Context: an optimization exercise on an open-source flow, tuned for small area, a short achievable clock period and few clock cycles. The choices shown serve that exercise and are no tape-out recipe. Only simulation tests tie the RTL to the original design; equivalence was not proved. Power and IR drop assume default switching activity.

## CPU
module CPU(clk_i, rst_n_i, ins_i, pc_o, data_from_mem_i, MEM_ctrl_o, mem_write_addr_o, mem_write_data_o);
Settings: LEC_CHECK=0, CAP_MARGIN=20, CORE_MARGIN=2, CORE_UTILIZATION=30, CTS_CLUSTER_DIAMETER=100, CTS_CLUSTER_SIZE=18, SETUP_SLACK_MARGIN=5, SLEW_MARGIN=20, TNS_END_PERCENT=5; clock period 8.5 ns.
run.sh (not shown) runs the stock make flow with config.mk's settings and CLKGATE_MAP_FILE= SYNTH_SCRIPT=/design/flow/synth_recipe.tcl, a recipe that flattens the netlist after the stock synthesis.
The baseline went through all stages and came out clean.
Testbench counts at the start, summed over its fixed seeds: cycles 112,057.
Edit:
==> flow/flow/run.sh (new file) <==
#!/bin/bash
# The standard layout, with the ports buffered by a plain buffer cell
# instead of the delay cell buffer_ports picks by default.
set -euo pipefail
export BUFFER_PORTS_ARGS="-buffer_cell sky130_fd_sc_hd__buf_2"
bash standard.sh > standard_flow.log 2>&1
==> flow/standard.sh (new file) <==
#!/bin/bash
# synth_recipe.tcl (not shown) runs the flow's synth.tcl, then flattens the netlist and writes it again
# the make line also repeats each setting of config.mk as NAME=value (left out here)
make -C /OpenROAD-flow-scripts/flow DESIGN_CONFIG=/design/flow/config.mk WORK_HOME=/design/flow/orfs CLKGATE_MAP_FILE= SYNTH_SCRIPT=/design/flow/synth_recipe.tcl "${@:-finish}"
--- a/flow/config.mk
+++ b/flow/config.mk
@@ -10,4 +10,2 @@
 export CORE_UTILIZATION = 30
-export CTS_CLUSTER_DIAMETER = 100
-export CTS_CLUSTER_SIZE = 18
 export SETUP_SLACK_MARGIN = 5
removed: flow/run.sh
After rerunning:
- The new run completed with no timing, DRC or antenna violations
- power climbs by 15%
- global-route usage goes down by 0.23 points
- cell area climbs by 1.9%
- die area does not change
Edit:
--- a/flow/config.mk
+++ b/flow/config.mk
@@ -10,2 +10,4 @@
 export CORE_UTILIZATION = 30
+export CTS_CLUSTER_DIAMETER = 100
+export CTS_CLUSTER_SIZE = 24
 export SETUP_SLACK_MARGIN = 5
Design area decreases by 4.0%.
Power fell by 17%.
Flip-flop and latch count stays the same.
Edit:
==> flow/run.sh (new file) <==
#!/bin/bash
# synth_recipe.tcl (not shown) runs the flow's synth.tcl, then flattens the netlist and writes it again
# the make line also repeats each setting of config.mk as NAME=value (left out here)
make -C /OpenROAD-flow-scripts/flow DESIGN_CONFIG=/design/flow/config.mk WORK_HOME=/design/flow/orfs CLKGATE_MAP_FILE= SYNTH_SCRIPT=/design/flow/synth_recipe.tcl finish
--- a/flow/config.mk
+++ b/flow/config.mk
@@ -9,3 +9,3 @@
 export CORE_MARGIN = 2
-export CORE_UTILIZATION = 30
+export CORE_UTILIZATION = 40
 export CTS_CLUSTER_DIAMETER = 100
@@ -14,2 +14 @@
 export SLEW_MARGIN = 20
-export TNS_END_PERCENT = 5
removed: flow/flow/run.sh
removed: flow/standard.sh
=> Via count goes up by a few percent. Combinational power rose by a little under a tenth. Routed wire length climbs by a few percent. Cell area rises by a few percent. Cell count decreases by a few percent. Global-route usage grows by 10 points. Setup slack is better by 0.39 ns.
Edit:
--- a/flow/config.mk
+++ b/flow/config.mk
@@ -9,6 +9,5 @@
 export CORE_MARGIN = 2
-export CORE_UTILIZATION = 40
-export CTS_CLUSTER_DIAMETER = 100
-export CTS_CLUSTER_SIZE = 24
+export CORE_UTILIZATION = 30
 export SETUP_SLACK_MARGIN = 5
 export SLEW_MARGIN = 20
+export TNS_END_PERCENT = 5
Global-route usage decreases by 9.6 points.
Clock power increases by 76%.
Cell count increases by 10%.
Wire length decreases by 0.90%.
Utilization decreases by 11 points.
Clock-buffer cell count increases by 81.
Worst setup slack loses 0.13 ns.
Worst hold slack stays flat.
Design area increases by 2.4%.
Edit:
--- a/flow/config.mk
+++ b/flow/config.mk
@@ -10,2 +10,4 @@
 export CORE_UTILIZATION = 30
+export CTS_CLUSTER_DIAMETER = 100
+export CTS_CLUSTER_SIZE = 24
 export SETUP_SLACK_MARGIN = 5
Routed wire length drops by 0.68%.
Worst setup slack gets better by 0.058 ns.
Final area drops by 4.1%.

==> separate check: timing with driven ports <==
In the flow no input, the clock included, has a driving cell. The finished layouts below were timed again as built, in two steps. Step 1 sets driving cells, clkbuf_16 on the clock port and buf_2 on the other inputs (assumed; they add their load-dependent delay and slew). Step 2 moves the port delays by t, midway between the first and last clock arrival at a register: inputs arrive t later, outputs are due t later. That takes back most of the time a late clock gives input paths. Three values: no drivers, after step 1, after step 2; two values: the first two.
run | shift t [ns] | setup WS [ns] | clock arrival spread, ns | worst data-port slew with drivers (ns) | pins driven straight from the clock port
the first run | 0.799 | 4.485 / 4.500 / 3.701 | 0.050 / 0.050 | 0.11 | 1
the second run | 0.879 | 4.353 / 4.408 / 3.530 | 0.055 / 0.055 | 0.09 | 1
the third run | 0.849 | 4.260 / 4.310 / 3.461 | 0.055 / 0.056 | 0.09 | 1
the fourth run | 0.849 | 4.647 / 4.647 / 3.947 | 0.060 / 0.060 | 0.30 | 1
the fifth run | 0.854 | 4.518 / 4.518 / 3.827 | 0.044 / 0.044 | 0.10 | 1
the sixth run | 0.829 | 4.576 / 4.564 / 3.851 | 0.027 / 0.027 | 0.09 | 1
After both steps every run listed still meets setup and hold. For the second run, which loses most, drivers alone change the setup slack by +0.055 ns; drivers and shift together by -0.823 ns.
